From an optimization exercise on the open Yosys and OpenROAD flow, aimed at small area and a short achievable clock period; shortcuts taken in it are not production practice.
RTL that was checked went through simulation tests only; none was proved equivalent to the original.
Function not checked in run 1: the RTL went through the layout flow alone.

==> flow/design.v (outline; a module is shown in full before it is edited, if it fits) <==
// module convolution: 2586 lines
// module fa: 4 lines
module convolution (
    input clk,
    input rst,
    input signed [15:0] x_in,
    output signed [31:0] y_out,
    output signed [31:0] y_out_t
);
  // ...
==> flow/flow/run.sh <==
#!/bin/bash
# Standard ORFS layout, with repair_timing asked to keep a larger setup margin
# than the clock period needs, so that it works on the paths that set the
# achieved period.  Constraints (constraint.sdc) are unchanged.
set -euo pipefail
export SETUP_SLACK_MARGIN=10.8
bash standard.sh finish > standard_finish.log 2>&1
==> flow/standard.sh <==
#!/bin/bash
# synth_recipe.tcl (not shown) runs the flow's synth.tcl, then flattens the netlist and writes it again
# the make line also repeats each setting of config.mk as NAME=value (left out here)
make -C /OpenROAD-flow-scripts/flow DESIGN_CONFIG=/design/flow/config.mk WORK_HOME=/design/flow/orfs CLKGATE_MAP_FILE= SYNTH_SCRIPT=/design/flow/synth_recipe.tcl "${@:-finish}"
==> flow/config.mk <==
export PLATFORM = sky130hd
export DESIGN_NAME = convolution
export DESIGN_NICKNAME = convolution
export VERILOG_FILES = /design/flow/design.v
export SDC_FILE = /design/flow/constraint.sdc
export NUM_CORES = 4
export LEC_CHECK = 0
export CAP_MARGIN = 20
export CORE_MARGIN = 2
export CORE_UTILIZATION = 40
export CTS_CLUSTER_DIAMETER = 80
export CTS_CLUSTER_SIZE = 28
export PLACE_DENSITY = 0.75
export SLEW_MARGIN = 20
export SYNTH_HIERARCHICAL = 1
==> flow/constraint.sdc <==
create_clock -name core_clock -period 15.0 [get_ports {clk}]
set_input_delay 3.0000 -clock core_clock [delete_from_list [all_inputs] [get_ports {clk}]]
set_output_delay 3.0000 -clock core_clock [all_outputs]
set_load 0.01 [all_outputs]
==> summary.md, run 1 <==
| Metric | Value |
|---|---|
| Status | `timing/DRC/antenna clean` |
| Finished Core Util | `0.453` |
| Synth top area share | `0.452` |
| DR WL met3 | `just over 4000 µm` |
| Post-CTS resize count | `403` |
| Post-layout nets | `just under 4000` |
| DR iter-0 viols | `1556` |
| Clk tree area frac | `0.0250` |
| Ranking of synthesized cells by area | `dfrtp_1 (45%), fa_1 (40%), ha_1 (4.0%), dfstp_2 (2.4%), inv_1 (2.3%)` |
| Tmin final | `~4.3 ns` |
| Most common cell after layout, fill and taps aside | `fa_1` |
| Area of the core | `roughly 0.11 mm²` |
| RSZ-0062 raised after global routing | `yes` |
| Cells after Synth | `between 2000 and 3000` |
| N_diodes | `0` |
| First-pass GRT wire length | `~150000 µm` |
| Global route hottest layer | `met2` |
| Slew Limit Headroom | `0.405` |
| Repair and plain buffers | `roughly 210` |
| Final Cell Area | `approximately 0.050 mm²` |
| Fraction of area in registers | `0.425` |
| Antenna violations before repair | `1` |
| Synth Warn # | `7` |
| Layout Skew | `0.0305 ns` |
| Top Ports | `82` |
| Fraction of area in multi-input gates | `0.454` |
| Clk slew on worst S/H paths | `around 0.10 ns` |
| Top cell by count, worst path | `buf_6` |
| Most used DFF post-synth | `dfrtp_1` |
| Worst r2r dst | `v[23]` |
| Global router's overall resource usage | `0.175` |
| Avg Cell Area, Syn | `between 15 and 20 µm²` |
| Sequential cells | `848` |
==> inputs of run 2 (changes only) <==
--- a/flow/design.v
+++ b/flow/design.v
@@ -43,17 +43,17 @@
   reg [15:0] s35;
   reg [15:0] s36;
   reg [15:0] s37;
   reg [15:0] s38;
   reg [15:0] yt;
   reg [30:0] y;
   reg [24:0] v;
   reg [30:0] rs, rc;
-  reg ytc1, ytc2;    
+  reg ytc1, ytc2, ytc3;    
   reg zr0_0;
   reg zr0_1;
   reg zr1_0;
   reg zr1_1;
   reg zr2_0;
   reg zr2_1;
   reg zr3_0;
   reg zr3_1;
@@ -133,18 +133,19 @@
   reg zv18_1;
   reg zv19_0;
   reg zv19_1;
   reg zv20_0;
   reg zv20_1;
   reg zv21_0;
   reg zv21_1;
   wire valid = ~&x_in;
+  wire [15:0] xg = valid ? x_in : 16'd0;    
   assign y_out = {y[30], y};
-  assign y_out_t = {{5{ytc2}}, {6{ytc1}}, {5{yt[15]}}, yt};
+  assign y_out_t = {{5{ytc3}}, {5{ytc2}}, {4{ytc1}}, {2{yt[15]}}, yt};
   wire n0 = ~s0[0];
   wire n1 = ~s0[1];
   wire n2 = ~s0[2];
   wire n3 = ~s0[0];
   wire n4 = ~s0[3];
   wire n5 = ~s0[1];
   wire n6 = ~s0[4];
   wire n7 = ~s0[2];
@@ -2349,16 +2350,17 @@
       s34 <= 16'd0;
       s35 <= 16'd0;
       s36 <= 16'd0;
       s37 <= 16'd0;
       s38 <= 16'd0;
       yt <= 16'd0;
       ytc1 <= 1'b0;
       ytc2 <= 1'b0;
+      ytc3 <= 1'b0;
       y <= 31'd0;
       rs <= 31'd0;
       rc <= 31'd0;
       v <= 25'd0;
       zr0_0 <= 1'b0;
       zr0_1 <= 1'b0;
       zr1_0 <= 1'b0;
       zr1_1 <= 1'b0;
@@ -2442,17 +2444,17 @@
       zv18_1 <= 1'b0;
       zv19_0 <= 1'b0;
       zv19_1 <= 1'b1;
       zv20_0 <= 1'b0;
       zv20_1 <= 1'b1;
       zv21_0 <= 1'b1;
       zv21_1 <= 1'b0;
     end else begin
-      s0 <= valid ? x_in : 16'd0;
+      s0 <= xg;
       s1 <= s0;
       s2 <= s1;
       s3 <= s2;
       s4 <= s3;
       s5 <= s4;
       s6 <= s5;
       s7 <= s6;
       s8 <= s7;
@@ -2484,16 +2486,17 @@
       s34 <= s33;
       s35 <= s34;
       s36 <= s35;
       s37 <= s36;
       s38 <= s37;
       if (valid) yt <= s0;
       ytc1 <= valid ? s0[15] : yt[15];
       ytc2 <= valid ? s0[15] : ytc1;
+      ytc3 <= valid ? s0[15] : ytc2;
       y <= y_next;
       v <= {v[23], n2167, n2164, n2163, n2157, n2146, n2145, n2126, n2112, n2098, n2084, n2070, n2056, n2042, n2028, n2014, n2000, n1986, n1972, n1958, n1955, n1943, n1927, n1917, n1911} + {n2168, n2166, n2165, n2158, n2152, n2151, n2136, n2135, n2125, n2111, n2097, n2083, n2069, n2055, n2041, n2027, n2013, n1999, n1985, n1971, n1957, n1941, n1929, n1919, n1913};
       rs <= {n1452, n1448, n1444, n1440, n1439, n1435, n1431, n1427, n1421, n1415, n1392, n1376, n1375, n1338, n1312, n1311, n1256, n1230, n1204, n1178, n1152, n1126, n1100, n1074, n1071, n1045, n1021, n995, n973, n955, n899};
       rc <= {n1455, n1451, n1447, n1443, n1436, n1432, n1428, n1422, n1416, n1406, n1405, n1391, n1358, n1357, n1337, n1282, n1281, n1255, n1229, n1203, n1177, n1151, n1125, n1099, n1073, n1047, n1019, n997, n975, n957, n945};
       zr0_0 <= n446;
       zr0_1 <= n448;
       zr1_0 <= n456;
       zr1_1 <= n458;
==> flow/config.mk (replaced) <==
export PLATFORM = sky130hd
export DESIGN_NAME = convolution
export DESIGN_NICKNAME = convolution
export VERILOG_FILES = /design/flow/design.v
export SDC_FILE = /design/flow/constraint.sdc
export NUM_CORES = 4
export LEC_CHECK = 0
export CAP_MARGIN = 5
export CORE_MARGIN = 2
export CORE_UTILIZATION = 40
export CTS_CLUSTER_DIAMETER = 80
export CTS_CLUSTER_SIZE = 28
export SLEW_MARGIN = 5
export SYNTH_HIERARCHICAL = 1
==> run 2 against run 1 <==
  * Maximum frequency grew 0.43%
  * First-iteration DRC count fell by 24%
  * Register-to-register slack improved by 0.05 ns
  * Wire length grew 2.5%
  * Sequential cell count up 1
  * Synthesized cell count grew 0.15%
==> summary.md, run 2 <==
| Metric | Value |
|---|---|
| # DRC | `0 (unchanged)` |
| Fmax | `233 MHz (was 232 MHz)` |
| Setup crit start | `y[30] (was yt[15])` |
| Synth async-reset ratio | `1.00 (unchanged)` |
| # setup viols final | `0 (unchanged)` |
| Most frequent cells in the layout | `fa_1 (848), dfrtp_1 (787), inv_1 (270) (was fa_1 (856), dfrtp_1 (787), inv_1 (269))` |
| Status | `timing/DRC/antenna clean (unchanged)` |
| N_diodes | `0 (unchanged)` |
| Hold Crit Start | `s35[8] (was s23[8])` |
| Clock buffer count from CTS | `40 (was 39)` |
| Most used DFF post-synth | `dfrtp_1 (unchanged)` |
| Maximum number of pins on one net before global-route repair | `184 (was 81)` |
| Seq/Total Area, Yosys | `0.477 (was 0.476)` |
| Max-capacitance violation count | `0 (unchanged)` |
| Worst-Skew Late Latency | `0.64 ns (was 0.63 ns)` |
| Fraction of layout cells with a size suffix above 1 | `0.157 (was 0.154)` |
| H-Tree Depth | `2 (unchanged)` |
| Post-Synth XOR/XNOR Area | `0.0106 (about the same)` |
| Slew Limit Fails | `0 (unchanged)` |
| Final WL | `97100 µm (was 94700 µm)` |
| DR iter-0 viols | `1185 (was 1556)` |
| Final Worst Setup Slack | `10.71 ns (was 10.69 ns)` |
| Initial core utilization | `0.404 (was 0.403)` |
| Antenna violations before repair | `0 (was 1)` |
| Mapped cell area | `0.0447 mm² (was 0.0446 mm²)` |
| WP data arrival | `1.29 ns (was 1.31 ns)` |
| R2r worst-path depth | `11 (was 13)` |
| Clock Sinks | `849 (was 848)` |
| FF+latch area | `0.0214 mm² (was 0.0213 mm²)` |
| Die height | `338 µm (about the same)` |
| Layout Skew | `0.0324 ns (was 0.0305 ns)` |
| Global router's overall resource usage | `0.179 (was 0.175)` |
| Worst hold-check path type | `flip-flop to flip-flop (unchanged)` |
| Die outline width | `338 µm (about the same)` |
| Ranking of synthesized cells by area | `dfrtp_1 (45%), fa_1 (40%), ha_1 (4.0%), dfstp_2 (2.4%), inv_1 (2.3%) (unchanged)` |
| Most frequent cell after synthesis | `fa_1 (unchanged)` |
| Synthesis-stage register bit count | `849 (was 848)` |
| Most common cell after layout, fill and taps aside | `fa_1 (unchanged)` |
| WS Path Type | `flip-flop to output pin (unchanged)` |
| Die area | `0.114 mm² (about the same)` |
| Number of synthesized flops with an enable pin | `0 (unchanged)` |
| Synth area leader | `dfrtp_1 (unchanged)` |
| WL/cell | `22.5 µm (was 21.9 µm)` |
| Hold slack | `0.345 ns (about the same)` |
| TNS Setup | `0 ns (unchanged)` |
| Placed cells | `4132 (was 4130)` |
| Post-synthesis mux area share | `0.000224 (about the same)` |
| Synth Warn # | `7 (unchanged)` |
| Reg2reg start | `s0[10] (was s0[8])` |
| CP Max Fanout | `2 (was 5)` |
| Slew Limit Headroom | `0.460 (was 0.405)` |
| RSZ-0062 raised after global routing | `yes (unchanged)` |
| Adder-cell share of the synthesized area | `0.440 (about the same)` |
| Crit end category | `output pin (unchanged)` |
| Final period utilization | `0.286 (was 0.287)` |
| Port bufs | `81 (unchanged)` |
| Vias in the first global route | `24600 (was 24400)` |
| Clk slew on worst S/H paths | `0.11 ns (was 0.10 ns)` |
| Worst Hold End | `s36[8] (was s24[8])` |
| Synthesized Nets | `3642 (was 3638)` |
| Area Overhead vs Synth | `12.5% (was 12.4%)` |
| Area of the core | `0.111 mm² (unchanged)` |
| Tmin final | `4.29 ns (was 4.31 ns)` |
| First-pass GRT wire length | `153000 µm (was 148000 µm)` |
| Largest regs | `rc (31), rs (31), y (31) (unchanged)` |
| Top Ports | `82 (unchanged)` |
| Clk buf depth | `3 (unchanged)` |
| Worst Hold Depth | `0 (unchanged)` |
| Combined area of the multi-input logic cells | `0.0228 mm² (about the same)` |
| Post-layout nets | `3859 (was 3854)` |
| Final std cells w/o fill | `4324 (was 4318)` |
| Worst slew pin tran | `0.810 ns (was 0.893 ns)` |
| Simple-Gate Fraction of Synth Area | `0.0169 (was 0.0164)` |
| Placed wire-length estimate | `78000 µm (was 73900 µm)` |
| Gp weighted congestion | `0.837 (was 0.865)` |
| Commonest cells post-synth | `fa_1 (893), dfrtp_1 (808), inv_1 (275) (was fa_1 (893), dfrtp_1 (807), inv_1 (275))` |
| Synth top area share | `0.453 (was 0.452)` |
| Routed vias | `20300 (was 20600)` |
| Final Hold Fails | `0 (unchanged)` |
| Startpoint types | `flip-flop (unchanged)` |
| CTS Hold Bufs | `0 (unchanged)` |
| Pre-CTS WS | `9.28 ns (was 8.79 ns)` |
| Vias per inst | `4.70 (was 4.78)` |
| Cells after Synth | `2589 (was 2585)` |
| Avg Cell Area, Syn | `17.3 µm² (about the same)` |
| Remaining global-route overflow | `0 (unchanged)` |
| Worst r2r dst | `v[24] (was v[23])` |
| Distinct cell type count after synthesis | `62 (unchanged)` |
| Num rows | `122 (unchanged)` |
| Drt pass-1 iters | `7 (was 5)` |
| Req. time, crit path | `12.00 ns (about the same)` |
| Post-route ant nets | `0 (unchanged)` |
| Compound-gate portion of the synthesized area | `0.0277 (was 0.0280)` |
| # fillers | `9511 (was 9217)` |
| Root Buffer | `clkbuf_16 (unchanged)` |
| Largest family of logic cells by synthesized area | `adder cells (unchanged)` |
| CTS tree | `done (unchanged)` |
| Worst reg2reg setup slack | `10.78 ns (was 10.73 ns)` |
## run 2: per-layer routing
layer,share of wire,global-route usage
met5,0,0
met3,0.027,0.0217
met2,0.51,0.299
met4,0.022,0.0384
met1,0.44,0.253
## run 2: Yosys stat by module (local to each module, per instance)
module	copies in the design	area, µm²	flip-flops and latches	cells
convolution	1	26800	849	1698
fa	891	20.0	0	1
## run 2: cells by family (layout without fill, tap and decap cells)
| group | count (synthesis) | in the layout |
|---|---|---|
| xor gates and xnor gates | 54 | 54 |
| adders and majority gates | 1035 | 1035 |
| buffers and inverters | 311 | 558 |
| AOI/OAI and AO/OA | 182 | 182 |
| and+or+nand+nor | 157 | 157 |
| muxes | 1 | 1 |
| DFF | 849 | 849 |
## run 2: critical path: stages, from the launching register on
cell and delay, ns:
dfrtp_2 0.43, buf_6 0.13, buf_6 0.11
## run 2: layout make-up
type,instances,share of cell area
Timing Repair Buffer,211,0.0364
Clock inverter,18,0.00625
Clock buffer,54,0.0210
Inverter,275,0.0208
Multi-Input combinational cell,1429,0.454
Sequential cell,849,0.425
Tap cell,1488,0.0370
## run 2: worst max path at each step
stage,end,slack [ns],depth (start not counted)
CTS,s33[0],10.56,4
floorplan,rc[0],0.37,1
global placement,s12[1],9.37,4
detailed placement,s36[0],9.28,4
global route,v[21],10.65,13
finish,y_out[31],10.71,2
## run 2: what timing repair did
action                     4_1_cts  5_1_grt
gates resized for setup        407      100
setup buffers                   83       35
setup endpoints to repair      517      458
pin swaps                       26       65
cloned                           0        2
## run 2: stage by stage
stage,cell area [µm²],utilization
global route,50300,0.454
global placement,47300,0.427
finish,50300,0.454
floorplan,44700,-
CTS,49500,0.448
detailed placement,47300,0.427
==> inputs of run 3 (changes only) <==
--- a/flow/flow/run.sh
+++ b/flow/flow/run.sh
@@ -4,4 +4,4 @@
 # achieved period.  Constraints (constraint.sdc) are unchanged.
 set -euo pipefail
-export SETUP_SLACK_MARGIN=10.8
+export SETUP_SLACK_MARGIN=10.7
 bash standard.sh finish > standard_finish.log 2>&1
==> run 3 against run 2 <==
  * Still clean on timing, DRC and antenna
  * Count of clock-buffer cells in the layout rose by 4
  * First-iteration DRC count fell by 3.9%
  * Utilization barely moved
  * Sequential cell count did not move
  * Via count rose by 0.23%
  * Critical path depth rose by 1
  * Worst hold slack got worse by 0.015 ns
  * Non-clock buffer count fell by 5
  * Wire length barely moved
  * Final area barely moved
  * Clock skew rose by 0.0087 ns
  * Critical path type unchanged
  * Critical endpoint is now y_out_t[20]
==> summary.md, run 3 <==
| Metric | Value |
|---|---|
| Most frequent cells in the layout | `fa_1 (873), dfrtp_1 (791), inv_1 (270) (was fa_1 (848), dfrtp_1 (787), inv_1 (270))` |
| CTS Hold Bufs | `0 (unchanged)` |
| Area of the core | `0.111 mm² (unchanged)` |
| Area Overhead vs Synth | `12.5% (about the same)` |
| WP data arrival | `1.40 ns (was 1.29 ns)` |
| Clock Sinks | `849 (unchanged)` |
| Final Cell Area | `0.0502 mm² (was 0.0503 mm²)` |
| Number of synthesized flops with an enable pin | `0 (unchanged)` |
| Fmax | `227 MHz (was 233 MHz)` |
| Synthesized Nets | `3642 (unchanged)` |
| # fillers | `9576 (was 9511)` |
| WL/cell | `22.4 µm (was 22.5 µm)` |
| CP Max Fanout | `2 (unchanged)` |
| Finished Core Util | `0.454 (about the same)` |
| Vias per inst | `4.71 (was 4.70)` |
| Num rows | `122 (unchanged)` |
| R2r worst-path depth | `12 (was 11)` |
| Global router's overall resource usage | `0.180 (was 0.179)` |
| Clock buffer count from CTS | `42 (was 40)` |
| Post-DP Area | `0.0472 mm² (was 0.0473 mm²)` |
| Most common cell after layout, fill and taps aside | `fa_1 (unchanged)` |
| RSZ-0062 raised after global routing | `yes (unchanged)` |
| Synth async-reset ratio | `1.00 (unchanged)` |
| Setup crit start | `ytc1 (was y[30])` |
| Combined area of the multi-input logic cells | `0.0227 mm² (was 0.0228 mm²)` |
| Routed vias | `20400 (was 20300)` |
| Top Ports | `82 (unchanged)` |
| Fraction of layout cells with a size suffix above 1 | `0.143 (was 0.157)` |
| Synth area leader | `dfrtp_1 (unchanged)` |
| Initial core utilization | `0.404 (unchanged)` |
| Distinct cell type count after synthesis | `62 (unchanged)` |
| Die outline width | `338 µm (unchanged)` |
| Startpoint types | `flip-flop (unchanged)` |
| Critical Path Sink | `y_out_t[20] (was y_out[31])` |
| CTS tree | `done (unchanged)` |
| Final Worst Setup Slack | `10.60 ns (was 10.71 ns)` |
| Drt pass-1 iters | `5 (was 7)` |
| Synthesis-stage register bit count | `849 (unchanged)` |
| Hold slack | `0.330 ns (was 0.345 ns)` |
| Ranking of synthesized cells by area | `dfrtp_1 (45%), fa_1 (40%), ha_1 (4.0%), dfstp_2 (2.4%), inv_1 (2.3%) (unchanged)` |
| Clk buf depth | `3 (unchanged)` |
| Remaining global-route overflow | `0 (unchanged)` |
| Vias in the first global route | `24500 (was 24600)` |
| Reg2reg start | `s0[5] (was s0[10])` |
| Post-layout nets | `3857 (was 3859)` |
| Max-capacitance violation count | `0 (unchanged)` |
| WS Path Type | `flip-flop to output pin (unchanged)` |
| Final WL | `97000 µm (was 97100 µm)` |
| Pre-CTS WS | `8.51 ns (was 9.28 ns)` |
| Final period utilization | `0.293 (was 0.286)` |
| Slew Limit Headroom | `0.412 (was 0.460)` |
| TNS Setup | `0 ns (unchanged)` |
| Worst-Skew Late Latency | `0.65 ns (was 0.64 ns)` |
| Mapped cell area | `0.0447 mm² (unchanged)` |
| Status | `timing/DRC/antenna clean (unchanged)` |
| Commonest cells post-synth | `fa_1 (893), dfrtp_1 (808), inv_1 (275) (unchanged)` |
| Cells after Synth | `2589 (unchanged)` |
| Synth Warn # | `7 (unchanged)` |
| Final Hold Fails | `0 (unchanged)` |
| First-pass GRT wire length | `154000 µm (was 153000 µm)` |
| Seq/Total Area, Yosys | `0.477 (unchanged)` |
| Placed wire-length estimate | `77700 µm (was 78000 µm)` |
| # setup viols final | `0 (unchanged)` |
| Maximum number of pins on one net before global-route repair | `93 (was 184)` |
| Crit end category | `output pin (unchanged)` |
| Worst reg2reg setup slack | `10.69 ns (was 10.78 ns)` |
| Largest regs | `rc (31), rs (31), y (31) (unchanged)` |
| Most used DFF post-synth | `dfrtp_1 (unchanged)` |
| Avg Cell Area, Syn | `17.3 µm² (unchanged)` |
| Antenna violations before repair | `1 (was 0)` |
| Layout Skew | `0.0411 ns (was 0.0324 ns)` |
| Slew Limit Fails | `0 (unchanged)` |
| Worst hold-check path type | `flip-flop to flip-flop (unchanged)` |
| Post-route ant nets | `0 (unchanged)` |
| Worst slew pin tran | `0.882 ns (was 0.810 ns)` |
| Req. time, crit path | `12.00 ns (about the same)` |
| Die height | `338 µm (unchanged)` |
| Gp weighted congestion | `0.873 (was 0.837)` |
| Synth top area share | `0.453 (unchanged)` |
| Worst r2r dst | `v[22] (was v[24])` |
| FF+latch area | `0.0214 mm² (about the same)` |
| Die area | `0.114 mm² (unchanged)` |
| H-Tree Depth | `2 (unchanged)` |
| Root Buffer | `clkbuf_16 (unchanged)` |
| Most frequent cell after synthesis | `fa_1 (unchanged)` |
| # DRC | `0 (unchanged)` |
| N_diodes | `0 (unchanged)` |
| DR iter-0 viols | `1139 (was 1185)` |
| Tmin final | `4.40 ns (was 4.29 ns)` |
| Clk slew on worst S/H paths | `0.11 ns (about the same)` |
| Port bufs | `81 (unchanged)` |
## run 3: cell counts after synthesis
Identical to the previous run, type by type.
## run 3: final cells by class
| type | instances | area share |
|---|---|---|
| clock buffers | 58 | 0.0227 |
| clock inverters | 18 | 0.00498 |
| inverters | 275 | 0.0208 |
| multi-input cells | 1429 | 0.452 |
| flip-flops and latches | 849 | 0.425 |
| well taps | 1488 | 0.0371 |
| repair buffers | 206 | 0.0375 |
| repair inverters | 1 | 0.0000996 |
## run 3: what timing repair did
action / in CTS / in global routing
resized for setup: 317 / 121
setup buffers: 83 / 30
pin swaps: 5 / 41
endpoints found under the setup margin: 573 / 265
cloned: 3 / 0
## run 3: how the worst min path moves through the flow
stage               depth (start not counted)    start       to
finish                                      0  s23[13]  s24[13]
CTS                                         0  s23[13]  s24[13]
floorplan                                   0   s23[0]   s24[0]
global placement                            0    s3[0]    s4[0]
detailed placement                          0   s3[11]   s4[11]
global route                                0  s23[13]  s24[13]
## run 3: per-stage QoR
stage | std cells
CTS | 4294
floorplan | 2589
detailed placement | 4132
global route | 4324
finish | 4324
global placement | 4132
## run 3: kinds of logic after synthesis
family                   synth area share
multiplexers                     0.000224
adder cells (fa/ha/maj)             0.440
AND/OR/NAND/NOR                    0.0169
XOR/XNOR                           0.0106
AO/OA/AOI/OAI                      0.0277
buffers and inverters              0.0281
flip-flops                          0.477
## run 3: Yosys stat by module, one instance, submodules excluded
| module | flip-flops and latches | cells | cell area, µm² | copies in the design |
|---|---|---|---|---|
| convolution | 849 | 1698 | 26800 | 1 |
| fa | 0 | 1 | 20.0 | 891 |
## run 3: metal layers
layer	GRT usage	share of wire	wire, µm	vias to the layer above
li1	-	-	-	8471
met2	0.298	0.52	50100	266
met1	0.257	0.43	41800	11500
met3	0.0236	0.031	3040	93
met4	0.0394	0.021	2010	0
met5	0	0	0	-
## run 3: worst max-delay path, cell delays in order, from the launching register on
cell,delay [ns]
dfrtp_1,0.42
buf_4,0.15
buf_6,0.10
buf_6,0.11
==> inputs of run 4 (changes only) <==
--- a/flow/flow/run.sh
+++ b/flow/flow/run.sh
@@ -4,4 +4,4 @@
 # achieved period.  Constraints (constraint.sdc) are unchanged.
 set -euo pipefail
-export SETUP_SLACK_MARGIN=10.7
+export SETUP_SLACK_MARGIN=10.9
 bash standard.sh finish > standard_finish.log 2>&1
==> run 4 against run 3 <==
  * Still clean on timing, DRC and antenna
  * Synthesized cell count unchanged
  * Final cell count up 1.2%
  * Worst hold slack gained 0.014 ns
  * Largest cell class unchanged
==> summary.md, run 4 <==
| Metric | Value |
|---|---|
| Status | `timing/DRC/antenna clean (unchanged)` |
| Drt pass-1 iters | `5 (unchanged)` |
| First-pass GRT wire length | `156000 µm (was 154000 µm)` |
| WS Path Type | `flip-flop to output pin (unchanged)` |
| Seq/Total Area, Yosys | `0.477 (unchanged)` |
| Cells after Synth | `2589 (unchanged)` |
| Final WL | `99100 µm (was 97000 µm)` |
| Startpoint types | `flip-flop (unchanged)` |
| Worst Hold Depth | `0 (unchanged)` |
| Worst r2r dst | `v[24] (was v[22])` |
| RSZ-0062 raised after global routing | `yes (unchanged)` |
| Maximum number of pins on one net before global-route repair | `88 (was 93)` |
| Reg2reg start | `s0[13] (was s0[5])` |
| Commonest cells post-synth | `fa_1 (893), dfrtp_1 (808), inv_1 (275) (unchanged)` |
| Final std cells w/o fill | `4375 (was 4324)` |
| Area of the core | `0.111 mm² (unchanged)` |
| Hold Crit Start | `s35[14] (was s23[13])` |
| Slew Limit Fails | `0 (unchanged)` |
| Gp weighted congestion | `0.881 (was 0.873)` |
| Avg Cell Area, Syn | `17.3 µm² (unchanged)` |
| Initial core utilization | `0.404 (unchanged)` |
| Largest regs | `rc (31), rs (31), y (31) (unchanged)` |
| Most used DFF post-synth | `dfrtp_1 (unchanged)` |
| Final Hold Fails | `0 (unchanged)` |
| H-Tree Depth | `2 (unchanged)` |
| DR iter-0 viols | `1137 (was 1139)` |
| # fillers | `9475 (was 9576)` |
| Final period utilization | `0.288 (was 0.293)` |
| CP Max Fanout | `3 (was 2)` |
| Most frequent cell after synthesis | `fa_1 (unchanged)` |
| WL/cell | `22.6 µm (was 22.4 µm)` |
| TNS Setup | `0 ns (unchanged)` |
| Most common cell after layout, fill and taps aside | `fa_1 (unchanged)` |
| Max-capacitance violation count | `0 (unchanged)` |
| Vias per inst | `4.68 (was 4.71)` |
| Clock buffer count from CTS | `41 (was 42)` |
| # setup viols final | `0 (unchanged)` |
| Synth Warn # | `7 (unchanged)` |
| Synth top area share | `0.453 (unchanged)` |
| Remaining global-route overflow | `0 (unchanged)` |
| Synthesis-stage register bit count | `849 (unchanged)` |
| Combined area of the multi-input logic cells | `0.0231 mm² (was 0.0227 mm²)` |
| Layout Skew | `0.0272 ns (was 0.0411 ns)` |
| Top Ports | `82 (unchanged)` |
| CTS tree | `done (unchanged)` |
| Fmax | `231 MHz (was 227 MHz)` |
| Die area | `0.114 mm² (unchanged)` |
| FF+latch area | `0.0214 mm² (unchanged)` |
| Req. time, crit path | `12.00 ns (about the same)` |
| Clock Sinks | `849 (unchanged)` |
| Worst slew pin tran | `0.528 ns (was 0.882 ns)` |
| Fraction of layout cells with a size suffix above 1 | `0.192 (was 0.143)` |
| CTS Hold Bufs | `0 (unchanged)` |
| Port bufs | `81 (unchanged)` |
| WP data arrival | `1.32 ns (was 1.40 ns)` |
| Mapped cell area | `0.0447 mm² (unchanged)` |
| Synthesized Nets | `3642 (unchanged)` |
| Area Overhead vs Synth | `14.5% (was 12.5%)` |
| Distinct cell type count after synthesis | `62 (unchanged)` |
| Post-route ant nets | `0 (unchanged)` |
| Crit end category | `output pin (unchanged)` |
| Clk slew on worst S/H paths | `0.11 ns (about the same)` |
| Number of synthesized flops with an enable pin | `0 (unchanged)` |
| Vias in the first global route | `24700 (was 24500)` |
| Tmin final | `4.32 ns (was 4.40 ns)` |
| Die height | `338 µm (unchanged)` |
| N_diodes | `0 (unchanged)` |
| Worst-Skew Late Latency | `0.63 ns (was 0.65 ns)` |
| Die outline width | `338 µm (unchanged)` |
| Num rows | `122 (unchanged)` |
| Root Buffer | `clkbuf_16 (unchanged)` |
| Placed cells | `4133 (was 4132)` |
| Placed wire-length estimate | `78000 µm (was 77700 µm)` |
| Antenna violations before repair | `0 (was 1)` |
| R2r worst-path depth | `12 (unchanged)` |
| Setup crit start | `ytc2 (was ytc1)` |
| Synth area leader | `dfrtp_1 (unchanged)` |
| Ranking of synthesized cells by area | `dfrtp_1 (45%), fa_1 (40%), ha_1 (4.0%), dfstp_2 (2.4%), inv_1 (2.3%) (unchanged)` |
| Global router's overall resource usage | `0.182 (was 0.180)` |
| Most frequent cells in the layout | `fa_1 (808), dfrtp_1 (791), inv_1 (268) (was fa_1 (873), dfrtp_1 (791), inv_1 (270))` |
| Clk buf depth | `3 (unchanged)` |
| Routed vias | `20500 (was 20400)` |
| Worst hold-check path type | `flip-flop to flip-flop (unchanged)` |
| Post-layout nets | `3909 (was 3857)` |
| Worst Hold End | `s36[14] (was s24[13])` |
| # DRC | `0 (unchanged)` |
| Worst reg2reg setup slack | `10.75 ns (was 10.69 ns)` |
| Slew Limit Headroom | `0.648 (was 0.412)` |
| Synth async-reset ratio | `1.00 (unchanged)` |
run 4: cell types whose count changed in the layout (fill, tap and decap cells not counted), moves of 4 or more:
cell	before	now
buf_12	11	7
buf_4	93	131
clkdlybuf4s15_1	9	0
fa_1	873	808
fa_2	20	85
buf_6	32	47
ha_1	120	114
o21ai_2	2	6
ha_2	10	4
buf_2	31	41
clkbuf_2	5	0
ha_4	12	24
run 4: worst max path at each step:
stage                  endpoint  depth (start not counted)  slack [ns]
global route        y_out_t[18]                          2       10.63
CTS                 y_out_t[26]                          2       10.65
global placement         s34[9]                          5        8.60
floorplan                 rc[0]                          1        0.37
finish              y_out_t[26]                          2       10.68
detailed placement       s34[9]                          5        8.47
run 4: worst max-delay path: stages, from the launching register on:
cell,delay [ns]
dfrtp_1,0.43
buf_6,0.14
buf_6,0.11
run 4: repair_timing:
item                                   4_1_cts  5_1_grt
endpoints found under the hold margin        0        0
setup endpoints to repair                  764      472
pin swaps                                   72      100
resized for setup                          507      112
gates cloned                                 4        4
buffers inserted                           109       51
run 4: final cells by class:
class                   count  area share
flip-flops and latches    849       0.417
inverters                 275      0.0205
well taps                1488      0.0364
multi-input cells        1429       0.451
repair buffers            260      0.0483
clock buffers              60      0.0221
clock inverters            14     0.00389
run 4: Yosys stat by module (local to each module, per instance):
module,cells,cell area [µm²],flip-flops and latches
convolution,1698,26800,849
fa,1,20.0,0
run 4: logic make-up (layout without fill, tap and decap cells):
family                   count (synthesis)  after routing  synth area share
adder cells (fa/ha/maj)               1035           1035             0.440
flip-flops                             849            849             0.477
buffers and inverters                  311            609            0.0281
AO/OA/AOI/OAI                          182            182            0.0277
AND/OR/NAND/NOR                        157            157            0.0169
XOR/XNOR                                54             54            0.0106
multiplexers                             1              1          0.000224
run 4: metal layers:
layer  vias up  global-route usage  routed length, µm
li1       8577                   -                  -
met1     11500               0.264              43500
met2       270               0.303              51100
met3        99              0.0184               2590
met4         0              0.0381               1950
met5         -                   0                  0
run 4: per-stage QoR:
stage / area, µm² / setup slack, ns / util / hold slack, ns
CTS: 50200 / 10.65 / 0.454 / 0.345
global placement: 47200 / 8.60 / 0.427 / 0.334
global route: 51200 / 10.63 / 0.462 / 0.353
floorplan: 44700 / 0.367 / - / 0.331
detailed placement: 47200 / 8.47 / 0.427 / 0.335
finish: 51200 / 10.68 / 0.462 / 0.344
==> inputs of run 5 (changes only) <==
--- a/flow/flow/run.sh
+++ b/flow/flow/run.sh
@@ -4,4 +4,4 @@
 # achieved period.  Constraints (constraint.sdc) are unchanged.
 set -euo pipefail
-export SETUP_SLACK_MARGIN=10.9
+export SETUP_SLACK_MARGIN=10.8
 bash standard.sh finish > standard_finish.log 2>&1
--- a/flow/config.mk
+++ b/flow/config.mk
@@ -6,9 +6,9 @@
 export NUM_CORES = 4
 export LEC_CHECK = 0
-export CAP_MARGIN = 5
+export CAP_MARGIN = 20
 export CORE_MARGIN = 2
 export CORE_UTILIZATION = 40
 export CTS_CLUSTER_DIAMETER = 80
 export CTS_CLUSTER_SIZE = 28
-export SLEW_MARGIN = 5
+export SLEW_MARGIN = 20
 export SYNTH_HIERARCHICAL = 1
==> run 5 against run 4 <==
  * Global-route usage decreased by 0.36 points
  * Setup slack improved by 0.032 ns
  * Register-to-register slack improved by 0.03 ns
  * Utilization decreased by 0.79 points
  * Synthesized area unchanged
  * Synthesized cell count unchanged
  * First-iteration DRC count increased by 4.2%
==> summary.md, run 5 <==
| Metric | Value |
|---|---|
| Status | `timing/DRC/antenna clean (unchanged)` |
| Fmax | `233 MHz (was 231 MHz)` |
| Number of synthesized flops with an enable pin | `0 (unchanged)` |
| Slew Limit Fails | `0 (unchanged)` |
| # setup viols final | `0 (unchanged)` |
| Drt pass-1 iters | `7 (was 5)` |
| Global router's overall resource usage | `0.179 (was 0.182)` |
| WS Path Type | `flip-flop to output pin (unchanged)` |
| Distinct cell type count after synthesis | `62 (unchanged)` |
| Clock Sinks | `849 (unchanged)` |
| Top Ports | `82 (unchanged)` |
| Post-route ant nets | `0 (unchanged)` |
| Final period utilization | `0.286 (was 0.288)` |
| Num rows | `122 (unchanged)` |
| WP data arrival | `1.29 ns (was 1.32 ns)` |
| Hold Crit Start | `s35[8] (was s35[14])` |
| Slowest cell delay on critical path | `0.43 ns (about the same)` |
| Synth async-reset ratio | `1.00 (unchanged)` |
| Mapped cell area | `0.0447 mm² (unchanged)` |
| Fraction of layout cells with a size suffix above 1 | `0.157 (was 0.192)` |
| Remaining global-route overflow | `0 (unchanged)` |
| Adder-cell share of the synthesized area | `0.440 (unchanged)` |
| Worst-Skew Late Latency | `0.64 ns (was 0.63 ns)` |
| Port bufs | `81 (unchanged)` |
| Synth Warn # | `7 (unchanged)` |
| Placed wire-length estimate | `78000 µm (about the same)` |
| Most frequent cell after synthesis | `fa_1 (unchanged)` |
| Clock buffer count from CTS | `40 (was 41)` |
| Met1 Resource Use GR | `0.253 (was 0.264)` |
| Seq/Total Area, Yosys | `0.477 (unchanged)` |
| Ranking of synthesized cells by area | `dfrtp_1 (45%), fa_1 (40%), ha_1 (4.0%), dfstp_2 (2.4%), inv_1 (2.3%) (unchanged)` |
| # fillers | `9511 (was 9475)` |
| Cells after Synth | `2589 (unchanged)` |
| Avg Cell Area, Syn | `17.3 µm² (unchanged)` |
| Die outline width | `338 µm (unchanged)` |
| N_diodes | `0 (unchanged)` |
| Synth area leader | `dfrtp_1 (unchanged)` |
| Layout Skew | `0.0324 ns (was 0.0272 ns)` |
| Compound-gate portion of the synthesized area | `0.0277 (unchanged)` |
| Post-layout nets | `3859 (was 3909)` |
| Combined area of the multi-input logic cells | `0.0228 mm² (was 0.0231 mm²)` |
| Top cell by count, worst path | `buf_6 (unchanged)` |
| FF+latch area | `0.0214 mm² (about the same)` |
| Startpoint types | `flip-flop (unchanged)` |
| Root Buffer | `clkbuf_16 (unchanged)` |
| Die height | `338 µm (unchanged)` |
| Antenna violations before repair | `0 (unchanged)` |
| Worst hold-check path type | `flip-flop to flip-flop (unchanged)` |
| Most frequent cells in the layout | `fa_1 (848), dfrtp_1 (787), inv_1 (270) (was fa_1 (808), dfrtp_1 (791), inv_1 (268))` |
| Global route hottest layer | `met2 (unchanged)` |
| # DRC | `0 (unchanged)` |
| Reg2reg start | `s0[10] (was s0[13])` |
| Max-capacitance violation count | `0 (unchanged)` |
| Most used DFF post-synth | `dfrtp_1 (unchanged)` |
| Gp weighted congestion | `0.837 (was 0.881)` |
| Met2 Track Usage GR | `0.299 (was 0.303)` |
| Req. time, crit path | `12.00 ns (about the same)` |
| Commonest cells post-synth | `fa_1 (893), dfrtp_1 (808), inv_1 (275) (unchanged)` |
| Final WL | `97100 µm (was 99100 µm)` |
| Worst slew pin tran | `0.810 ns (was 0.528 ns)` |
| First-pass GRT wire length | `153000 µm (was 156000 µm)` |
| Setup crit start | `y[30] (was ytc2)` |
| Clk slew on worst S/H paths | `0.11 ns (about the same)` |
| TNS Setup | `0 ns (unchanged)` |
| Slew Limit Headroom | `0.460 (was 0.648)` |
| Critical path, cell by cell | `buf_6, buf_6 (unchanged)` |
| GR met3 Demand/Resource | `0.0217 (was 0.0184)` |
| Area of the core | `0.111 mm² (unchanged)` |
| Routed vias | `20300 (was 20500)` |
| WL/cell | `22.5 µm (was 22.6 µm)` |
| Vias in the first global route | `24600 (was 24700)` |
| Synth top area share | `0.453 (unchanged)` |
| Post-Synth XOR/XNOR Area | `0.0106 (unchanged)` |
| Most common cell after layout, fill and taps aside | `fa_1 (unchanged)` |
| Worst reg2reg setup slack | `10.78 ns (was 10.75 ns)` |
| Crit end category | `output pin (unchanged)` |
| Largest family of logic cells by synthesized area | `adder cells (unchanged)` |
| Post-synthesis mux area share | `0.000224 (unchanged)` |
| Clk buf depth | `3 (unchanged)` |
| Area Overhead vs Synth | `12.5% (was 14.5%)` |
| CP Max Fanout | `2 (was 3)` |
| Synthesized Nets | `3642 (unchanged)` |
| Largest regs | `rc (31), rs (31), y (31) (unchanged)` |
| Tmin final | `4.29 ns (was 4.32 ns)` |
| Simple-Gate Fraction of Synth Area | `0.0169 (unchanged)` |
| DR iter-0 viols | `1185 (was 1137)` |
| H-Tree Depth | `2 (unchanged)` |
| Die area | `0.114 mm² (unchanged)` |
| Final Hold Fails | `0 (unchanged)` |
| Hold slack | `0.345 ns (was 0.344 ns)` |
| Slowest cell on crit path | `dfrtp_2 (was dfrtp_1)` |
| Vias per inst | `4.70 (was 4.68)` |
| Synthesis-stage register bit count | `849 (unchanged)` |
| CTS tree | `done (unchanged)` |
| RSZ-0062 raised after global routing | `yes (unchanged)` |
| Initial core utilization | `0.404 (unchanged)` |
| Maximum number of pins on one net before global-route repair | `184 (was 88)` |
[run 5: cell types whose count changed in the layout (fill, tap and decap cells not counted), moves of 7 or more]
cell / delta
buf_4: -25
buf_6: -14
fa_1: +40
fa_2: -40
ha_1: +7
ha_4: -10
[run 5: worst paths after layout]
path / endpoint / depth (start not counted)
worst max-delay path: y_out[31] / 2
worst min-delay path: s36[8] / 0
worst max register to register: v[24] / 11
worst min register to register: s36[8] / 0
max in group asynchronous: zr16_1 / 4
min in group asynchronous: y[7] / 3
[run 5: per-layer routing]
layer	vias up	wire length, µm
met1	11500	42400
met3	100	2660
li1	8468	-
met4	0	2130
met5	-	0
met2	256	49900
[run 5: layout make-up]
type	count	area share
timing repair buffer	211	0.0364
tap	1488	0.0370
clock inverter	18	0.00625
clock buffer	54	0.0210
sequential	849	0.425
multi-input combinational	1429	0.454
inverter	275	0.0208
[run 5: what timing repair did]
| action | 4_1_cts | 5_1_grt |
|---|---|---|
| endpoints found under the setup margin | 517 | 458 |
| hold buffers | 0 | 0 |
| setup buffers | 83 | 35 |
| pin swaps | 26 | 65 |
| resized for setup | 407 | 100 |
| gates cloned | 0 | 2 |
[run 5: cells by family (layout without fill, tap and decap cells)]
family                   Yosys count  after routing
multiplexers                       1              1
buffers and inverters            311            558
XOR/XNOR                          54             54
AO/OA/AOI/OAI                    182            182
flip-flops                       849            849
adder cells (fa/ha/maj)         1035           1035
AND/OR/NAND/NOR                  157            157
[run 5: stage by stage]
step / instance area, µm² / std cells / setup WS, ns / util
after floorplan: 44700 / 2589 / 0.367 / -
after global placement: 47300 / 4132 / 9.37 / 0.427
after detailed placement: 47300 / 4132 / 9.28 / 0.427
after CTS: 49500 / 4287 / 10.56 / 0.448
after global routing: 50300 / 4324 / 10.65 / 0.454
final: 50300 / 4324 / 10.71 / 0.454
[run 5: critical path, delay by kind of cell (launching register included)]
family | cells | cell delay (ns)
DFF | 1 | 0.43
buffers and inverters | 2 | 0.24
[run 5: per-module statistics from Yosys (local to each module, per instance)]
module       flops+latches  cells inside  copies in the design
fa                       0             1                   891
convolution            849          1698                     1
==> inputs of run 6 (changes only) <==
--- a/flow/config.mk
+++ b/flow/config.mk
@@ -11,4 +11,5 @@
 export CTS_CLUSTER_DIAMETER = 80
 export CTS_CLUSTER_SIZE = 28
+export GPL_ROUTABILITY_DRIVEN = 0
 export SLEW_MARGIN = 20
 export SYNTH_HIERARCHICAL = 1
==> run 6 against run 5 <==
  * Utilization did not move
  * Synthesized area unchanged
  * Synthesized cell count did not move
  * Global-route usage stayed put
  * Register-to-register slack is essentially flat
  * Die area stayed put
  * Wire length did not move
  * Critical path depth did not move
  * Final area unchanged
  * Highest routed layer unchanged
==> summary.md, run 6 <==
| Metric | Value |
|---|---|
| Mapped cell area | `0.0447 mm² (unchanged)` |
| Worst hold-check path type | `flip-flop to flip-flop (unchanged)` |
| CTS tree | `done (unchanged)` |
| WP data arrival | `1.29 ns (about the same)` |
| Slew Limit Headroom | `0.460 (unchanged)` |
| Distinct cell type count after synthesis | `62 (unchanged)` |
| Reg2reg start | `s0[10] (unchanged)` |
| Ranking of synthesized cells by area | `dfrtp_1 (45%), fa_1 (40%), ha_1 (4.0%), dfstp_2 (2.4%), inv_1 (2.3%) (unchanged)` |
| Post-route ant nets | `0 (unchanged)` |
| Worst slew pin tran | `0.810 ns (unchanged)` |
| Clk buf depth | `3 (unchanged)` |
| Root Buffer | `clkbuf_16 (unchanged)` |
| H-Tree Depth | `2 (unchanged)` |
| Tmin final | `4.29 ns (unchanged)` |
| Maximum number of pins on one net before global-route repair | `184 (unchanged)` |
| Number of synthesized flops with an enable pin | `0 (unchanged)` |
| Fmax | `233 MHz (unchanged)` |
| Initial core utilization | `0.404 (unchanged)` |
| Num rows | `122 (unchanged)` |
| DR iter-0 viols | `1185 (unchanged)` |
| Most frequent cells in the layout | `fa_1 (848), dfrtp_1 (787), inv_1 (270) (unchanged)` |
| Clock buffer count from CTS | `40 (unchanged)` |
| CTS Hold Bufs | `0 (unchanged)` |
| WL/cell | `22.5 µm (unchanged)` |
| Die height | `338 µm (unchanged)` |
| Drt pass-1 iters | `7 (unchanged)` |
| # setup viols final | `0 (unchanged)` |
| Port bufs | `81 (unchanged)` |
| RSZ-0062 raised after global routing | `yes (unchanged)` |
| Vias per inst | `4.70 (unchanged)` |
| Synth Warn # | `7 (unchanged)` |
| Synthesis-stage register bit count | `849 (unchanged)` |
| N_diodes | `0 (unchanged)` |
| Area Overhead vs Synth | `12.5% (unchanged)` |
| Seq/Total Area, Yosys | `0.477 (unchanged)` |
| # DRC | `0 (unchanged)` |
| Avg Cell Area, Syn | `17.3 µm² (unchanged)` |
| Most frequent cell after synthesis | `fa_1 (unchanged)` |
| Commonest cells post-synth | `fa_1 (893), dfrtp_1 (808), inv_1 (275) (unchanged)` |
| Max-capacitance violation count | `0 (unchanged)` |
| Most used DFF post-synth | `dfrtp_1 (unchanged)` |
| Die outline width | `338 µm (unchanged)` |
| Top Ports | `82 (unchanged)` |
| Clk slew on worst S/H paths | `0.11 ns (about the same)` |
| TNS Setup | `0 ns (unchanged)` |
| Setup crit start | `y[30] (unchanged)` |
| Final WL | `97100 µm (unchanged)` |
| Synth top area share | `0.453 (unchanged)` |
| Post-layout nets | `3859 (unchanged)` |
| Routed vias | `20300 (unchanged)` |
| Vias in the first global route | `24600 (unchanged)` |
| Final period utilization | `0.286 (unchanged)` |
| Die area | `0.114 mm² (unchanged)` |
| Req. time, crit path | `12.00 ns (about the same)` |
| CP Max Fanout | `2 (unchanged)` |
| Largest regs | `rc (31), rs (31), y (31) (unchanged)` |
| Startpoint types | `flip-flop (unchanged)` |
| Fraction of layout cells with a size suffix above 1 | `0.157 (unchanged)` |
| Remaining global-route overflow | `0 (unchanged)` |
| Global router's overall resource usage | `0.179 (unchanged)` |
| Synthesized Nets | `3642 (unchanged)` |
| Worst-Skew Late Latency | `0.64 ns (about the same)` |
| Most common cell after layout, fill and taps aside | `fa_1 (unchanged)` |
| Slew Limit Fails | `0 (unchanged)` |
| Clock Sinks | `849 (unchanged)` |
| Pre-CTS WS | `9.28 ns (unchanged)` |
| Status | `timing/DRC/antenna clean (unchanged)` |
| Cells after Synth | `2589 (unchanged)` |
| Area of the core | `0.111 mm² (unchanged)` |
| Antenna violations before repair | `0 (unchanged)` |
| Synth async-reset ratio | `1.00 (unchanged)` |
| Placed wire-length estimate | `78000 µm (unchanged)` |
| Crit end category | `output pin (unchanged)` |
| Layout Skew | `0.0324 ns (unchanged)` |
| First-pass GRT wire length | `153000 µm (unchanged)` |
| # fillers | `9511 (unchanged)` |
| Final Hold Fails | `0 (unchanged)` |
| Final Worst Setup Slack | `10.71 ns (unchanged)` |
| Synth area leader | `dfrtp_1 (unchanged)` |
| Hold Crit Start | `s35[8] (unchanged)` |
| WS Path Type | `flip-flop to output pin (unchanged)` |
-- run 6: cell families after synthesis --
family          count (synthesis)  synth area share
fa+ha+maj                    1035             0.440
flops                         849             0.477
buf+inv                       311            0.0281
compound gates                182            0.0277
simple gates                  157            0.0169
xor+xnor                       54            0.0106
mux                             1          0.000224
-- run 6: repair_timing --
| action | 4_1_cts | 5_1_grt |
|---|---|---|
| setup endpoints to repair | 517 | 458 |
| buffers inserted | 83 | 35 |
| resized for setup | 407 | 100 |
| pin swaps | 26 | 65 |
| cloned | 0 | 2 |
-- run 6: worst max-delay path: stages (launching register included) --
cell and delay (ns):
dfrtp_2 0.43, buf_6 0.13, buf_6 0.11
-- run 6: per-layer routing --
metal	vias up	share of wire	global-route usage
met5	-	0	0
met4	0	0.022	0.0384
met3	100	0.027	0.0217
met2	256	0.51	0.299
met1	11500	0.44	0.253
li1	8468	-	-
-- run 6: Yosys stat by module (local to each module, per instance) --
| module | times used | flip-flops and latches | cell area (µm²) | cells |
|---|---|---|---|---|
| convolution | 1 | 849 | 26800 | 1698 |
| fa | 891 | 0 | 20.0 | 1 |
-- run 6: final cells by class --
class	count	area, µm²	share of cell area
Clock buffer	54	1050	0.0210
Clock inverter	18	314	0.00625
Inverter	275	1050	0.0208
Multi-Input combinational cell	1429	22800	0.454
Sequential cell	849	21400	0.425
Tap cell	1488	1860	0.0370
Timing Repair Buffer	211	1830	0.0364
-- run 6: path summary, 6_finish.rpt --
check	endpoint	cells past startpoint	slack [ns]
worst min-delay path	s36[8]	0	0.35
min in group asynchronous	y[7]	3	2.92
worst max-delay path	y_out[31]	2	10.71
worst max register to register	v[24]	11	10.78
max in group asynchronous	zr16_1	4	11.04
worst min register to register	s36[8]	0	0.35
-- run 6: through the flow --
step / std cells / instance area, µm² / util / hold WS, ns
3_5_place_dp: 4132 / 47300 / 0.427 / 0.335
3_3_place_gp: 4132 / 47300 / 0.427 / 0.332
4_1_cts: 4287 / 49500 / 0.448 / 0.345
6_report: 4324 / 50300 / 0.454 / 0.345
2_1_floorplan: 2589 / 44700 / - / 0.331
5_1_grt: 4324 / 50300 / 0.454 / 0.360
==> inputs of run 7 (changes only) <==
--- a/flow/config.mk
+++ b/flow/config.mk
@@ -11,5 +11,5 @@
 export CTS_CLUSTER_DIAMETER = 80
 export CTS_CLUSTER_SIZE = 28
-export GPL_ROUTABILITY_DRIVEN = 0
+export PLACE_DENSITY = 0.5
 export SLEW_MARGIN = 20
 export SYNTH_HIERARCHICAL = 1
==> run 7 against run 6 <==
  * Largest cell class unchanged
  * Non-clock buffer count grew 12
  * Worst hold slack gained 0.0012 ns
  * Critical endpoint is now y_out[30]
==> summary.md, run 7 <==
| Metric | Value |
|---|---|
| Final WL | `103000 µm (was 97100 µm)` |
| Placed wire-length estimate | `83300 µm (was 78000 µm)` |
| H-Tree Depth | `2 (unchanged)` |
| Seq/Total Area, Yosys | `0.477 (unchanged)` |
| Die area | `0.114 mm² (unchanged)` |
| Initial core utilization | `0.404 (unchanged)` |
| Gp weighted congestion | `roughly 0.84` |
| Clk buf depth | `3 (unchanged)` |
| Number of synthesized flops with an enable pin | `0 (unchanged)` |
| Met1 Resource Use GR | `0.267 (was 0.253)` |
| WS Path Type | `flip-flop to output pin (unchanged)` |
| Slew Limit Fails | `0 (unchanged)` |
| Maximum number of pins on one net before global-route repair | `93 (was 184)` |
| R2r worst-path depth | `12 (was 11)` |
| Finished Core Util | `0.460 (was 0.454)` |
| Vias per inst | `4.61 (was 4.70)` |
| Pre-CTS WS | `8.29 ns (was 9.28 ns)` |
| Worst Hold Depth | `0 (unchanged)` |
| Slew Limit Headroom | `0.382 (was 0.460)` |
| Fmax | `232 MHz (was 233 MHz)` |
| Post-synthesis mux area share | `0.000224 (unchanged)` |
| Post-Synth XOR/XNOR Area | `0.0106 (unchanged)` |
| Final Hold Fails | `0 (unchanged)` |
| # setup viols final | `0 (unchanged)` |
| Post-route ant nets | `0 (unchanged)` |
| Combined area of the multi-input logic cells | `0.0229 mm² (was 0.0228 mm²)` |
| Most used DFF post-synth | `dfrtp_1 (unchanged)` |
| Drt pass-1 iters | `5 (was 7)` |
| Final Cell Area | `0.0509 mm² (was 0.0503 mm²)` |
| Synth async-reset ratio | `1.00 (unchanged)` |
| Port bufs | `81 (unchanged)` |
| Largest regs | `rc (31), rs (31), y (31) (unchanged)` |
| WP data arrival | `1.31 ns (was 1.29 ns)` |
| Synthesized Nets | `3642 (unchanged)` |
| Tmin final | `4.31 ns (was 4.29 ns)` |
| N_diodes | `0 (unchanged)` |
| Simple-Gate Fraction of Synth Area | `0.0169 (unchanged)` |
| Worst reg2reg setup slack | `10.77 ns (was 10.78 ns)` |
| Antenna violations before repair | `2 (was 0)` |
| Routed vias | `20100 (was 20300)` |
| Die height | `338 µm (unchanged)` |
| # DRC | `0 (unchanged)` |
| Worst slew pin tran | `0.923 ns (was 0.810 ns)` |
| Die outline width | `338 µm (unchanged)` |
| Area of the core | `0.111 mm² (unchanged)` |
| GR met3 Demand/Resource | `0.0187 (was 0.0217)` |
| Most frequent cell after synthesis | `fa_1 (unchanged)` |
| Global route hottest layer | `met2 (unchanged)` |
| Area Overhead vs Synth | `13.9% (was 12.5%)` |
| Met2 Track Usage GR | `0.329 (was 0.299)` |
| Avg Cell Area, Syn | `17.3 µm² (unchanged)` |
| Max-capacitance violation count | `0 (unchanged)` |
| Hold slack | `0.347 ns (was 0.345 ns)` |
| DR iter-0 viols | `1015 (was 1185)` |
| First-pass GRT wire length | `161000 µm (was 153000 µm)` |
| Reg2reg start | `s0[4] (was s0[10])` |
| Final Worst Setup Slack | `10.69 ns (was 10.71 ns)` |
| Post-layout nets | `3878 (was 3859)` |
| Worst hold-check path type | `flip-flop to flip-flop (unchanged)` |
| Ranking of synthesized cells by area | `dfrtp_1 (45%), fa_1 (40%), ha_1 (4.0%), dfstp_2 (2.4%), inv_1 (2.3%) (unchanged)` |
| Synthesis-stage register bit count | `849 (unchanged)` |
| Synth Warn # | `7 (unchanged)` |
| Final period utilization | `0.287 (was 0.286)` |
| Compound-gate portion of the synthesized area | `0.0277 (unchanged)` |
| Synth area leader | `dfrtp_1 (unchanged)` |
| Commonest cells post-synth | `fa_1 (893), dfrtp_1 (808), inv_1 (275) (unchanged)` |
| Most common cell after layout, fill and taps aside | `fa_1 (unchanged)` |
| RSZ-0062 raised after global routing | `yes (unchanged)` |
| Final std cells w/o fill | `4351 (was 4324)` |
| Distinct cell type count after synthesis | `62 (unchanged)` |
| Mapped cell area | `0.0447 mm² (unchanged)` |
| Clock buffer count from CTS | `46 (was 40)` |
| Placed cells | `4136 (was 4132)` |
| Post-DP Area | `0.0473 mm² (about the same)` |
| Global router's overall resource usage | `0.192 (was 0.179)` |
| Cells after Synth | `2589 (unchanged)` |
| Worst r2r dst | `v[18] (was v[24])` |
| CP Max Fanout | `2 (unchanged)` |
| # fillers | `9631 (was 9511)` |
| Most frequent cells in the layout | `fa_1 (848), dfrtp_1 (790), inv_1 (268) (was fa_1 (848), dfrtp_1 (787), inv_1 (270))` |
| Remaining global-route overflow | `0 (unchanged)` |
| FF+latch area | `0.0214 mm² (about the same)` |
| Synth top area share | `0.453 (unchanged)` |
| Req. time, crit path | `12.00 ns (about the same)` |
| Top Ports | `82 (unchanged)` |
| WL/cell | `23.8 µm (was 22.5 µm)` |
| Num rows | `122 (unchanged)` |
| Fraction of layout cells with a size suffix above 1 | `0.167 (was 0.157)` |
| Startpoint types | `flip-flop (unchanged)` |
| Root Buffer | `clkbuf_16 (unchanged)` |
| CTS tree | `done (unchanged)` |
| Clk slew on worst S/H paths | `0.09 ns (was 0.11 ns)` |
| Worst-Skew Late Latency | `0.65 ns (was 0.64 ns)` |
| Status | `timing/DRC/antenna clean (unchanged)` |
| Hold Crit Start | `s3[6] (was s35[8])` |
| Largest family of logic cells by synthesized area | `adder cells (unchanged)` |
| Clock Sinks | `849 (unchanged)` |
| Vias in the first global route | `24500 (was 24600)` |
| Worst Hold End | `s4[6] (was s36[8])` |
| Crit end category | `output pin (unchanged)` |
| Adder-cell share of the synthesized area | `0.440 (unchanged)` |
| CTS Hold Bufs | `0 (unchanged)` |
| Layout Skew | `0.0341 ns (was 0.0324 ns)` |
| TNS Setup | `0 ns (unchanged)` |
[run 7: routing by layer]
layer / wire (µm) / up-vias
li1: - / 8510
met1: 44300 / 11300
met2: 55100 / 195
met3: 2030 / 83
met4: 1910 / 0
met5: 0 / -
[run 7: what timing repair did]
item	CTS	global route
endpoints found under the hold margin	0	0
gates resized for setup	423	113
endpoints found under the setup margin	734	187
cloned	5	2
pin swaps	16	65
setup buffers	75	47
[run 7: worst max-delay path: stages (launching register included)]
cell and delay, ns:
dfrtp_2 0.42, buf_6 0.13, buf_6 0.11
[run 7: worst max-delay path by stage]
| stage | startpoint | to | slack [ns] | cells past startpoint |
|---|---|---|---|---|
| 2_1_floorplan | rst | rc[0] | 0.37 | 1 |
| 3_3_place_gp | rst | s22[3] | 8.40 | 5 |
| 3_5_place_dp | rst | s23[3] | 8.29 | 5 |
| 4_1_cts | y[30] | y_out[30] | 10.63 | 2 |
| 5_1_grt | y[30] | y_out[30] | 10.63 | 2 |
| 6_report | y[30] | y_out[30] | 10.69 | 2 |
[run 7: area by class of cell]
type	instances	share of cell area
sequential	849	0.420
clock buffer	62	0.0254
timing repair buffer	223	0.0417
inverter	275	0.0207
multi-input combinational	1429	0.449
timing repair inverter	1	0.0000983
clock inverter	24	0.00654
tap	1488	0.0366
[run 7: Yosys stat by module, one instance, submodules excluded]
module,copies in the design,flip-flops and latches,cell area (µm²),cells
convolution,1,849,26800,1698
fa,891,0,20.0,1
[run 7: cell families after synthesis]
group,after synthesis
flip-flops,849
AND/OR/NAND/NOR,157
AO/OA/AOI/OAI,182
XOR/XNOR,54
adder cells (fa/ha/maj),1035
multiplexers,1
buffers and inverters,311
==> inputs of run 8 (changes only) <==
--- a/flow/config.mk
+++ b/flow/config.mk
@@ -6,4 +6,5 @@
 export NUM_CORES = 4
 export LEC_CHECK = 0
+export ABC_CLOCK_PERIOD_IN_PS = 3000
 export CAP_MARGIN = 20
 export CORE_MARGIN = 2
@@ -11,5 +12,4 @@
 export CTS_CLUSTER_DIAMETER = 80
 export CTS_CLUSTER_SIZE = 28
-export PLACE_DENSITY = 0.5
 export SLEW_MARGIN = 20
 export SYNTH_HIERARCHICAL = 1
==> run 8 against run 7 <==
  * Wire length fell by 6.1%
  * Die area unchanged
  * Synthesized cell count is the same
  * Critical endpoint is now y_out[31]
  * Via count increased by 1.2%
  * Synthesized area unchanged
  * Utilization down 0.56 points
  * Count of clock-buffer cells in the layout shrank 8
==> summary.md, run 8 <==
| Metric | Value |
|---|---|
| Status | `timing/DRC/antenna clean (unchanged)` |
| Die height | `338 µm (unchanged)` |
| N_diodes | `0 (unchanged)` |
| DR iter-0 viols | `1185 (was 1015)` |
| Clock Sinks | `849 (unchanged)` |
| Post-synthesis mux area share | `0.000224 (unchanged)` |
| Synthesis-stage register bit count | `849 (unchanged)` |
| Antenna violations before repair | `0 (was 2)` |
| Final WL | `97100 µm (was 103000 µm)` |
| Synth Warn # | `7 (unchanged)` |
| Slew Limit Fails | `0 (unchanged)` |
| Simple-Gate Fraction of Synth Area | `0.0169 (unchanged)` |
| Largest regs | `rc (31), rs (31), y (31) (unchanged)` |
| Clk buf depth | `3 (unchanged)` |
| Hold slack | `0.345 ns (was 0.347 ns)` |
| Root Buffer | `clkbuf_16 (unchanged)` |
| # setup viols final | `0 (unchanged)` |
| Post-Synth XOR/XNOR Area | `0.0106 (unchanged)` |
| Most frequent cells in the layout | `fa_1 (848), dfrtp_1 (787), inv_1 (270) (was fa_1 (848), dfrtp_1 (790), inv_1 (268))` |
| Cells after Synth | `2589 (unchanged)` |
| Worst slew pin tran | `0.810 ns (was 0.923 ns)` |
| Adder-cell share of the synthesized area | `0.440 (unchanged)` |
| Layout Skew | `0.0324 ns (was 0.0341 ns)` |
| Fmax | `233 MHz (was 232 MHz)` |
| Startpoint types | `flip-flop (unchanged)` |
| Req. time, crit path | `12.00 ns (about the same)` |
| Synth area leader | `dfrtp_1 (unchanged)` |
| Placed cells | `4132 (was 4136)` |
| First-pass GRT wire length | `153000 µm (was 161000 µm)` |
| WS Path Type | `flip-flop to output pin (unchanged)` |
| Maximum number of pins on one net before global-route repair | `184 (was 93)` |
| CTS tree | `done (unchanged)` |
| Final period utilization | `0.286 (was 0.287)` |
| Vias in the first global route | `24600 (was 24500)` |
| WL/cell | `22.5 µm (was 23.8 µm)` |
| Clock buffer count from CTS | `40 (was 46)` |
| H-Tree Depth | `2 (unchanged)` |
| Final std cells w/o fill | `4324 (was 4351)` |
| Post-layout nets | `3859 (was 3878)` |
| Compound-gate portion of the synthesized area | `0.0277 (unchanged)` |
| Slew Limit Headroom | `0.460 (was 0.382)` |
| Initial core utilization | `0.404 (unchanged)` |
| Crit end category | `output pin (unchanged)` |
| Distinct cell type count after synthesis | `62 (unchanged)` |
| Pre-CTS WS | `9.28 ns (was 8.29 ns)` |
| Remaining global-route overflow | `0 (unchanged)` |
| Routed vias | `20300 (was 20100)` |
| Tmin final | `4.29 ns (was 4.31 ns)` |
run 8: cell types whose count changed in the layout (fill, tap and decap cells not counted), moves of 4 or more:
| cell | before | now |
|---|---|---|
| buf_6 | 39 | 33 |
| clkbuf_16 | 51 | 42 |
| buf_16 | 7 | 3 |
| bufbuf_16 | 4 | 0 |
| ha_1 | 116 | 121 |
| ha_4 | 19 | 14 |
run 8: area by class of cell:
class,count,area (µm²)
clock buffers,54,1050
clock inverters,18,314
fillers,9511,60400
inverters,275,1050
multi-input cells,1429,22800
flip-flops and latches,849,21400
well taps,1488,1860
repair buffers,211,1830
run 8: kinds of logic after synthesis:
kind of cell | after synthesis
compound gates | 182
xor+xnor | 54
fa+ha+maj | 1035
buf+inv | 311
flops | 849
mux | 1
simple gates | 157
run 8: timing repair:
| item | CTS | global route |
|---|---|---|
| resized for setup | 407 | 100 |
| gates cloned | 0 | 2 |
| buffers inserted | 83 | 35 |
| pin swaps | 26 | 65 |
| endpoints found under the setup margin | 517 | 458 |
| hold endpoints to repair | 0 | 0 |
run 8: per-module statistics from Yosys (local to each module, per instance):
module       cells inside  flops+latches  copies in the design  cell area, µm²
fa                      1              0                   891            20.0
convolution          1698            849                     1           26800
run 8: worst paths after layout:
kind / startpoint / endpoint / slack (ns) / cells past startpoint
min: s35[8] / s36[8] / 0.35 / 0
max: y[30] / y_out[31] / 10.71 / 2
min reg2reg: s35[8] / s36[8] / 0.35 / 0
min in group asynchronous: rst / y[7] / 2.92 / 3
max reg2reg: s0[10] / v[24] / 10.78 / 11
max in group asynchronous: rst / zr16_1 / 11.04 / 4
run 8: metal layers:
metal  up-vias  share of wire  track usage  wire (µm)
li1       8468              -            -          -
met1     11500           0.44        0.253      42400
met2       256           0.51        0.299      49900
met3       100          0.027       0.0217       2660
met4         0          0.022       0.0384       2130
met5         -              0            0          0
run 8: stage by stage:
stage | area (µm²)
3_5_place_dp | 47300
3_3_place_gp | 47300
4_1_cts | 49500
2_1_floorplan | 44700
6_report | 50300
5_1_grt | 50300
run 8: critical path: stages, from the launching register on:
cell and delay (ns):
dfrtp_2 0.43, buf_6 0.13, buf_6 0.11

[re-timing with driven ports]
Ports are ideal in the flow. The routed layouts listed here were re-timed in OpenROAD. Step 1 assumes that a clkbuf_16 drives the clock port and a buf_2 every other input. Step 2 also shifts input and output timing later by t, the mid clock arrival at the registers, as if the neighbouring blocks saw the same clock. Three values: ideal, step 1, step 2; two values: the first two.
| run | t (ns) | setup WS [ns] | worst hold slack (ns) | worst setup path at the end | pins driven straight from the clock port |
|---|---|---|---|---|---|
| run 1 | 0.679 | 10.692 / 10.626 / 10.310 | 0.345 / 0.345 / 0.345 | input to register | 1 |
| run 2 | 0.692 | 10.711 / 10.644 / 10.373 | 0.345 / 0.345 / 0.345 | input to register | 1 |
| run 3 | 0.694 | 10.600 / 10.533 / 10.227 | 0.330 / 0.330 / 0.330 | input, reset recovery | 1 |
| run 4 | 0.687 | 10.679 / 10.612 / 10.300 | 0.344 / 0.344 / 0.344 | input to register | 1 |
| run 5 | 0.692 | 10.711 / 10.644 / 10.373 | 0.345 / 0.345 / 0.345 | input to register | 1 |
| run 6 | 0.692 | 10.711 / 10.644 / 10.373 | 0.345 / 0.345 / 0.345 | input to register | 1 |
| run 7 | 0.703 | 10.691 / 10.624 / 10.219 | 0.347 / 0.347 / 0.347 | input, reset recovery | 1 |
| run 8 | 0.692 | 10.711 / 10.644 / 10.373 | 0.345 / 0.345 / 0.345 | input to register | 1 |
After both steps every run listed still meets setup and hold. The setup slack of run 7, which loses most, moves by -0.067 ns with the drivers and by -0.472 ns with both steps. The worst setup slack also covers recovery checks on asynchronous resets.
